Source: an optimization exercise on an open RTL-to-GDS flow (aim: small area). Production flows keep margins and buffers that such runs may drop.
Function was checked by simulation only, so behaviour that the tests miss may differ from the original.
Power and IR drop assume default switching activity.

Setup of 12-17:
==> module Top, before the edit <==
module Top (
    input  logic       clk_1MHz,
    input  logic       reset,
    input  logic       data_in,
    input  logic       write_in,
    input  logic       dequeue_in,
    output logic [7:0] fila_data_out,
    output logic [7:0] fila_len_out
);
    logic [3:0] a, b;
    logic       fast, slow;
    function automatic logic [3:0] step(input logic [3:0] v);
        step = {v[2:0], v[3] ? ~(v[0] | v[1]) : v[0]};
    endfunction
    assign fast = ~a[2] & ~a[1] & ~a[0];
    assign slow = a[2] & a[1] & ~a[0] & ~b[2] & ~b[1] & ~b[0];
    always_ff @(posedge clk_1MHz or posedge reset) begin
        if (reset) begin
            a <= 4'd12;
            b <= 4'd14;
        end else begin
            a <= step(a);
            if (fast) b <= step(b);
        end
    end
    logic [3:0] s;
    logic [7:0] buffer;
    logic       busy;
    logic [3:0] len;
    logic [7:0] mem [8];
    logic [7:0] dout;
    logic recv, req, full, empty, enq, deq, inc;
    assign recv  = ~s[3];
    assign req   = s[3] & ~s[1] & s[0];
    assign full  = len[3];
    assign empty = (len == 4'd0);
    assign enq   = slow & ~busy & req & ~full;
    assign deq   = slow & ~busy & ~(req & ~full) & dequeue_in & ~empty;
    assign inc   = (fast & (recv ? write_in : ~req)) | enq;
    logic [3:0] ts, tl;
    logic [2:0] tq;
    logic       tb;
    assign ts[0] = inc;
    assign ts[1] = inc & s[0];
    assign ts[2] = inc & s[0] & s[1] & ~s[3];
    assign ts[3] = inc & s[0] & s[1] & (s[2] | s[3]);
    assign tl[0] = enq | deq;
    assign tl[1] = (enq & len[0]) | (deq & ~len[0]);
    assign tl[2] = (enq & len[0] & len[1]) | (deq & ~len[0] & ~len[1]);
    assign tl[3] = (enq & len[0] & len[1] & len[2]) | (deq & ~len[0] & ~len[1] & ~len[2]);
    assign tb = slow & (busy | (req & ~full) | (dequeue_in & ~empty));
    always_ff @(posedge clk_1MHz or posedge reset) begin
        if (reset) begin
            s    <= 4'd0;
            busy <= 1'b0;
            len  <= 4'd0;
            dout <= 8'd0;
        end else begin
            s    <= s ^ ts;
            busy <= busy ^ tb;
            len  <= len ^ tl;
            if (deq) dout <= head;
        end
    end
    logic [2:0] q;
    logic [7:0] head;
    logic       ins;
    assign ins = ({1'b0, q} == len);
    assign tq[0] = ~deq;
    assign tq[1] = ~deq & q[0];
    assign tq[2] = ~deq & q[0] & q[1];
    always_ff @(posedge clk_1MHz or posedge reset) begin
        if (reset) q <= 3'd0;
        else q <= q ^ tq;
    end
    always_ff @(posedge clk_1MHz) begin
        if (fast & recv & write_in) buffer <= {data_in, buffer[7:1]};
        mem[0] <= ins ? buffer : mem[7];
        for (int i = 1; i < 8; i++) mem[i] <= mem[i - 1];
        if (q == 3'd0) head <= mem[7];
    end
    assign fila_data_out = dout;
    assign fila_len_out  = {4'd0, len};
endmodule
Settings: LEC_CHECK=0, CAP_MARGIN=20, CORE_MARGIN=2, CORE_UTILIZATION=75, PLACE_DENSITY=0.8, SLEW_MARGIN=20; clock period 10.0 ns.
standard.sh (not shown) runs the stock make flow with config.mk's settings and CLKGATE_MAP_FILE= SYNTH_SCRIPT=/design/flow/synth_recipe.tcl, a recipe that flattens the netlist after the stock synthesis.
==> flow/flow/run.sh <==
#!/bin/bash
# Standard ORFS layout with 1-drive port buffers, no CTS dummy loads, and
# every gate shrunk to its smallest size before the placement repair (which
# then resizes or buffers what needs it).
set -euo pipefail
here=$(pwd)
bash standard.sh \
  "BUFFER_PORTS_ARGS=-buffer_cell sky130_fd_sc_hd__buf_1" \
  "CTS_ARGS=-sink_clustering_enable -repair_clock_nets -dont_use_dummy_load" \
  "PRE_RESIZE_TCL=$here/flow/downsize.tcl" \
  finish > make.log 2>&1
==> flow/flow/downsize.tcl <==
# Swap every combinational cell for the smallest-footprint cell of the same
# function (same name up to the drive suffix). Registers and clock cells stay.
proc my_downsize {} {
  set db [ord::get_db]
  set block [ord::get_db_block]
  set n 0
  foreach inst [$block getInsts] {
    set m [$inst getMaster]
    set name [$m getName]
    if {![regexp {^(sky130_fd_sc_hd__([a-z0-9]+))_([0-9]+)$} $name -> base func drv]} { continue }
    if {[regexp {^(df|edf|sdf|dl|clk|tap|fill|decap|conb|lpflow|probe|diode)} $func]} { continue }
    set best $m
    foreach d {0 1 2} {
      set c [$db findMaster ${base}_$d]
      if {$c eq "NULL" || $c eq ""} { continue }
      if {[$c getWidth] < [$best getWidth]} { set best $c }
    }
    if {$best ne $m} {
      $inst swapMaster $best
      incr n
    }
  }
  puts "my_downsize: swapped $n cells"
}
my_downsize
12-17 completed every stage of the flow, and the final layout passed the timing, design-rule and antenna checks.
Here is what was changed in the inputs of 09-18 compared with 12-17.
==> flow/design.v <==
module Top (
    input  logic       clk_1MHz,
    input  logic       reset,
    input  logic       data_in,
    input  logic       write_in,
    input  logic       dequeue_in,
    output logic [7:0] fila_data_out,
    output logic [7:0] fila_len_out
);
    logic [3:0] a, b;
    logic       fast, slow;
    assign fast = a[3] & a[0];
    assign slow = a[2] & ~a[1] & ~a[0] & b[3] & b[0];
    always_ff @(posedge clk_1MHz or posedge reset) begin
        if (reset) begin
            a <= 4'd5;
            b <= 4'd4;
        end else begin
            a <= fast ? 4'd0 : a + 4'd1;
            if (fast) b <= (b[3] & b[0]) ? 4'd0 : b + 4'd1;
        end
    end
    logic [3:0] s;
    logic [7:0] buffer;
    logic       busy;
    logic [3:0] len;
    logic [7:0] mem [8];
    logic [7:0] dout;
    logic recv, req, full, empty, enq, deq, inc;
    assign recv  = ~s[3];
    assign req   = s[3] & ~s[1] & s[0];
    assign full  = len[3];
    assign empty = (len == 4'd0);
    assign enq   = slow & ~busy & req & ~full;
    assign deq   = slow & ~busy & ~(req & ~full) & dequeue_in & ~empty;
    assign inc   = (fast & (recv ? write_in : ~req)) | enq;
    always_ff @(posedge clk_1MHz or posedge reset) begin
        if (reset) begin
            s    <= 4'd0;
            busy <= 1'b0;
            len  <= 4'd0;
            dout <= 8'd0;
        end else begin
            if (inc) s <= (s[3] & s[1] & s[0]) ? 4'd0 : s + 4'd1;
            if (slow) busy <= ~busy & ((req & ~full) | (dequeue_in & ~empty));
            if (enq) len <= len + 4'd1;
            else if (deq) len <= len - 4'd1;
            if (deq) dout <= head;
        end
    end
    logic [2:0] q;
    logic [7:0] head;
    logic       ins;
    assign ins = ({1'b0, q} == len);
    always_ff @(posedge clk_1MHz or posedge reset) begin
        if (reset) q <= 3'd0;
        else if (!deq) q <= q + 3'd1;
    end
    always_ff @(posedge clk_1MHz) begin
        if (fast & recv & write_in) buffer <= {data_in, buffer[7:1]};
        mem[0] <= ins ? buffer : mem[7];
        for (int i = 1; i < 8; i++) mem[i] <= mem[i - 1];
        if (q == 3'd0) head <= mem[7];
    end
    assign fila_data_out = dout;
    assign fila_len_out  = {4'd0, len};
endmodule
Notes after the runs:
Between 09-18 and 12-17, it is 09-18 whose horizontal die dimension is higher, by about 3%.
12-17 reports its capturing instance or port of the critical path as len[2]$_DFF_PP0_ while 09-18 reports dout[2]$_DFFE_PP0P_.
From 12-17 to 09-18 the numbers moved as follows: post-DP HPWL increased by 13% relative to the old numbers, share of final layout cell area taken by clock buffers and inverters shrank by 0.19 points, clock network power share moved up.
Measured against each other, 12-17 and 09-18 differ in synthesized cell count, the higher figure coming from 09-18.

afterwards: timing with drivers on the ports:
In the flow no input, the clock included, has a driving cell. The finished layouts below were timed again as built, in two steps. Step 1 assumes that a clkbuf_16 drives the clock port and a buf_2 every other input. Step 2 also shifts input and output timing later by t, the mid clock arrival at the registers, as if the neighbouring blocks saw the same clock. a / b / c = no drivers / after step 1 / after step 2; a / b = the first two.
run	shift t [ns]	setup slack, ns	slew at the worst register clock pin (ns)
12-17	0.366	6.889 / 6.885 / 6.519	0.10 / 0.10
09-18	0.362	6.702 / 6.704 / 6.341	0.10 / 0.10
After both steps every run listed still meets setup and hold. The setup slack of 12-17, which loses most, moves by -0.004 ns with the drivers and by -0.370 ns with both steps.
